This is an optimization exercise on Yosys and OpenROAD, whose aim is small area, not a production implementation.
The RTL was checked by simulation tests, not by an equivalence proof against the original design.

==> trial 37: inputs <==
// Posit_mult_N32_ES6_PIPE6
module Posit_mult_N32_ES6_PIPE6(clk, in1, in2, start, out, inf, zero, done);
export LEC_CHECK = 0
export CAP_MARGIN = 20
export CORE_MARGIN = 2
export CORE_UTILIZATION = 40
export CTS_BUF_LIST = sky130_fd_sc_hd__clkbuf_8
export SLEW_MARGIN = 20
export SYNTH_HIERARCHICAL = 1
export SYNTH_MINIMUM_KEEP_SIZE = 0
create_clock -name core_clock -period 9.0 [get_ports {clk}]
standard.sh (not shown) runs the stock make flow with config.mk's settings and CLKGATE_MAP_FILE= SYNTH_SCRIPT=/design/flow/synth_recipe.tcl, a recipe that flattens the netlist after the stock synthesis.
==> flow/flow/run.sh <==
#!/bin/bash
# The standard layout (the standard.sh: ORFS synthesis through finish),
# with the port buffers that global placement inserts made from the smallest
# buffer cell instead of the resizer's default choice.
set -euo pipefail
export BUFFER_PORTS_ARGS="-buffer_cell sky130_fd_sc_hd__buf_1"
bash standard.sh > standard.log 2>&1
==> build 43: changes against trial 37 <==
==> flow/flow/run.sh (replaced) <==
#!/bin/bash
set -euo pipefail
export BUFFER_PORTS_ARGS="-buffer_cell sky130_fd_sc_hd__buf_1"
export REMOVE_ABC_BUFFERS=1
bash standard.sh > standard.log 2>&1
- GPL_TIMING_DRIVEN: not set -> 0
==> run notes <==
- Against trial 37, the register-to-register slack of build 43 is lower by 0.87 ns.
- Against trial 37, the worst hold slack of build 43 is better by 0.0035 ns.
- In sequential cell count, trial 37 and build 43 do not differ.
- Between trial 37 and build 43, the lower clock-buffer cell count is in build 43 (gap 1).
==> figures <==
| metric | trial 37 | build 43 |
|---|---|---|
| Status | no timing/DRC/antenna violations | no timing/DRC/antenna violations |
| Final critical-path required period | 8.05 ns | 8.67 ns |
| Slew margin rel. | 23.7% | 16.8% |
| Number of vias in the routed layout | 22,300 | 22,300 |
| Share of the final layout cell area in multi-input gates | 82.0% | 82.4% |
| Met3 usage in global routing | 5.03% | 4.69% |
| Non-clock buffer count | 188 | 122 |
| Drt total wl | 78,400 µm | 77,700 µm |
| Worst Path Max Fanout | 23 | 21 |
| Met2 Routed Length | 36,000 µm | 35,500 µm |
| Detailed route wirelength on metal3 | 6660 µm | 6690 µm |
| Final-layout non-clock buffer area share | 3.81% | 3.21% |

* * *

==> trial 48: inputs <==
Another version of the RTL of Posit_mult_N32_ES6_PIPE6 (not shown whole).
export LEC_CHECK = 0
export CAP_MARGIN = 20
export CORE_MARGIN = 2
export CORE_UTILIZATION = 60
export PLACE_DENSITY = 0.7
export SLEW_MARGIN = 20
export SYNTH_HIERARCHICAL = 1
export SYNTH_MINIMUM_KEEP_SIZE = 0
create_clock -name core_clock -period 9.0 [get_ports {clk}]
==> flow/flow/run.sh <==
#!/bin/bash
# The standard layout (the standard.sh: ORFS synthesis through finish),
# with the port buffers that global placement inserts made from the smallest
# buffer cell instead of the resizer's default choice.
set -euo pipefail
export BUFFER_PORTS_ARGS="-buffer_cell sky130_fd_sc_hd__buf_1"
bash standard.sh > standard.log 2>&1
==> build 8 (differences from trial 48) <==
--- a/flow/design.v
+++ b/flow/design.v
@@ -24,26 +24,17 @@
     p1   <= kill_t ? inf_t  : (sg1 ^ sg2);
     q1   <= kill_t ? zero_t : (sg1 ^ sg2);
     e1   <= kill_t ? 13'h1000 : sc1 + sc2;
     fa1n <= g1n[22:0];
     fb1n <= g2n[22:0];
 end
-genvar gi;
 wire [47:0] px, py;
 mul24 u_mul (.an(fa1n), .bn(fb1n), .x(px), .y(py));
 wire [28:0] ph;          
-cpa48 u_cpa (.x(px), .y(py), .sh(ph));
-wire [19:0] za, zb;
-assign za[0] = 1'b1;
-assign zb[0] = 1'b1;
-generate for (gi = 1; gi < 20; gi = gi + 1) begin : g_tz
-    assign za[gi] = za[gi-1] & fa1n[gi-1];
-    assign zb[gi] = zb[gi-1] & fb1n[gi-1];
-end endgenerate
-wire pz = |(za & {zb[0], zb[1], zb[2], zb[3], zb[4], zb[5], zb[6], zb[7], zb[8], zb[9],
-                  zb[10], zb[11], zb[12], zb[13], zb[14], zb[15], zb[16], zb[17], zb[18], zb[19]});
+wire        pz;          
+cpa48 u_cpa (.x(px), .y(py), .sh(ph), .zlo(pz));
 wire ovf = ph[28];
 wire [12:0] ctl0, ctl1;
 pack_ctl u_ctl0 (.e(e1),         .ctl(ctl0));
 pack_ctl u_ctl1 (.e(e1 + 13'd1), .ctl(ctl1));
 wire [4:0] sh1 = ctl1[4:0] + 5'd1;
 wire [35:28] ztop = ovf ? {ctl1[12:6], ph[27]} : {~ctl0[12], ctl0[12:6]};
@@ -1722,15 +1713,16 @@
 endmodule
 module muxi_cell(a0, a1, s, y);
 input a0, a1, s;
 output y;
 assign y = ~(s ? a1 : a0);
 endmodule
-module cpa48(x, y, sh);
+module cpa48(x, y, sh, zlo);
 input [47:0] x, y;
 output [28:0] sh;
+output zlo;
 wire g0_0, p0_0; ha_cell u_gp0 (.a(x[0]), .b(y[0]), .s(p0_0), .co(g0_0));
 wire g1_1, p1_1; ha_cell u_gp1 (.a(x[1]), .b(y[1]), .s(p1_1), .co(g1_1));
 wire g2_2, p2_2; ha_cell u_gp2 (.a(x[2]), .b(y[2]), .s(p2_2), .co(g2_2));
 wire g3_3, p3_3; ha_cell u_gp3 (.a(x[3]), .b(y[3]), .s(p3_3), .co(g3_3));
 wire g4_4, p4_4; ha_cell u_gp4 (.a(x[4]), .b(y[4]), .s(p4_4), .co(g4_4));
 wire g5_5, p5_5; ha_cell u_gp5 (.a(x[5]), .b(y[5]), .s(p5_5), .co(g5_5));
@@ -1936,7 +1928,44 @@
 xor_cell u_s42 (.a(p42_42), .b(g41_0), .y(sh[23]));
 xor_cell u_s43 (.a(p43_43), .b(g42_0), .y(sh[24]));
 xor_cell u_s44 (.a(p44_44), .b(g43_0), .y(sh[25]));
 xor_cell u_s45 (.a(p45_45), .b(g44_0), .y(sh[26]));
 xor_cell u_s46 (.a(p46_46), .b(g45_0), .y(sh[27]));
 xor_cell u_s47 (.a(p47_47), .b(g46_0), .y(sh[28]));
+wire o0 = g0_0 | p0_0;
+wire z1; xnor_cell u_z1 (.a(p1_1), .b(o0), .y(z1));
+wire o1 = g1_1 | p1_1;
+wire z2; xnor_cell u_z2 (.a(p2_2), .b(o1), .y(z2));
+wire o2 = g2_2 | p2_2;
+wire z3; xnor_cell u_z3 (.a(p3_3), .b(o2), .y(z3));
+wire o3 = g3_3 | p3_3;
+wire z4; xnor_cell u_z4 (.a(p4_4), .b(o3), .y(z4));
+wire o4 = g4_4 | p4_4;
+wire z5; xnor_cell u_z5 (.a(p5_5), .b(o4), .y(z5));
+wire o5 = g5_5 | p5_5;
+wire z6; xnor_cell u_z6 (.a(p6_6), .b(o5), .y(z6));
+wire o6 = g6_6 | p6_6;
+wire z7; xnor_cell u_z7 (.a(p7_7), .b(o6), .y(z7));
+wire o7 = g7_7 | p7_7;
+wire z8; xnor_cell u_z8 (.a(p8_8), .b(o7), .y(z8));
+wire o8 = g8_8 | p8_8;
+wire z9; xnor_cell u_z9 (.a(p9_9), .b(o8), .y(z9));
+wire o9 = g9_9 | p9_9;
+wire z10; xnor_cell u_z10 (.a(p10_10), .b(o9), .y(z10));
+wire o10 = g10_10 | p10_10;
+wire z11; xnor_cell u_z11 (.a(p11_11), .b(o10), .y(z11));
+wire o11 = g11_11 | p11_11;
+wire z12; xnor_cell u_z12 (.a(p12_12), .b(o11), .y(z12));
+wire o12 = g12_12 | p12_12;
+wire z13; xnor_cell u_z13 (.a(p13_13), .b(o12), .y(z13));
+wire o13 = g13_13 | p13_13;
+wire z14; xnor_cell u_z14 (.a(p14_14), .b(o13), .y(z14));
+wire o14 = g14_14 | p14_14;
+wire z15; xnor_cell u_z15 (.a(p15_15), .b(o14), .y(z15));
+wire o15 = g15_15 | p15_15;
+wire z16; xnor_cell u_z16 (.a(p16_16), .b(o15), .y(z16));
+wire o16 = g16_16 | p16_16;
+wire z17; xnor_cell u_z17 (.a(p17_17), .b(o16), .y(z17));
+wire o17 = g17_17 | p17_17;
+wire z18; xnor_cell u_z18 (.a(p18_18), .b(o17), .y(z18));
+assign zlo = ~p0_0 & z1 & z2 & z3 & z4 & z5 & z6 & z7 & z8 & z9 & z10 & z11 & z12 & z13 & z14 & z15 & z16 & z17 & z18;
 endmodule
==> flow/config.mk (replaced) <==
export PLATFORM = sky130hd
export DESIGN_NAME = Posit_mult_N32_ES6_PIPE6
export DESIGN_NICKNAME = Posit_mult_N32_ES6_PIPE6
export VERILOG_FILES = /design/flow/design.v
export SDC_FILE = /design/flow/constraint.sdc
export NUM_CORES = 4
export LEC_CHECK = 0
export CAP_MARGIN = 20
export CORE_MARGIN = 2
export CORE_UTILIZATION = 40
export CTS_BUF_LIST = sky130_fd_sc_hd__clkbuf_8
export SLEW_MARGIN = 20
export SYNTH_HIERARCHICAL = 1
export SYNTH_MINIMUM_KEEP_SIZE = 0
==> comparison table <==
	trial 48	build 8
Status	no timing/DRC/antenna violations	no timing/DRC/antenna violations
Share of the synthesized area in compound gates (AO/OA/AOI/OAI)	13.80%	13.59%
Highest routing layer actually used	met5	met4
Mapped Avg Cell Area	9.411 um2	9.420 um2
Highest Clock Rate	120.1 MHz	123.8 MHz
Slew margin rel.	28.42%	20.47%
CP arrival	8600 ps	8470 ps
Placed wire-length estimate	54150 um	57250 um
Sequential share of cell area	8.478%	8.358%
Via count	20330	20400
Height of the die	209.6 um	256.8 um
Multiplexer fraction of the synthesized cell area	16.07%	15.90%
Worst min-delay path endpoint	p2	d2
First DRT Iteration DRCs	2120	1677
Number of antenna cells inserted	0	1
Multi-input gate count	2209	2227
DIE AREA	43930 um2	65960 um2
Number of nets in the finished design	3094	3101
Met2 demand-to-capacity share in global routing	52.80%	37.70%
Worst flop-to-flop path endpoint	z2[34]	z2[32]
Final period demand of the worst path	8325 ps	8075 ps
Placed standard-cell area	25260 um2	25770 um2
Cell repeated most along the worst path	fa_1	mux2i_1
CP Depth	22	23

separate check: timing with driven ports:
The flow's constraints put no driver on any port. The routed layouts listed below were extracted and timed again, unchanged, in two steps. Step 1: set_driving_cell puts a clkbuf_16 on clk and a buf_2 on each other input, an assumption about the parent block. Step 2 moves the port delays by t, midway between the first and last clock arrival at a register: inputs arrive t later, outputs are due t later. That takes back most of the time a late clock gives input paths. Slacks: ideal ports / drivers / drivers and shift; pairs: ideal ports / drivers.
run | t, ns | setup WS [ns] | hold slack, ns | worst data-port slew with drivers (ns)
trial 37 | 0.480 | 0.950 / 0.947 / 0.467 | 0.331 / 0.331 / 0.331 | 0.07
build 43 | 0.480 | 0.332 / 0.368 / -0.112 | 0.335 / 0.335 / 0.335 | 0.03
trial 48 | 0.451 | 0.675 / 0.675 / 0.479 | 0.334 / 0.334 / 0.334 | 0.05
build 8 | 0.485 | 0.925 / 0.951 / 0.466 | 0.334 / 0.334 / 0.334 | 0.05
Met with ideal ports but missed after step 2: setup timing in build 43. The setup slack of trial 37, which loses most, moves by -0.003 ns with the drivers and by -0.483 ns with both steps.
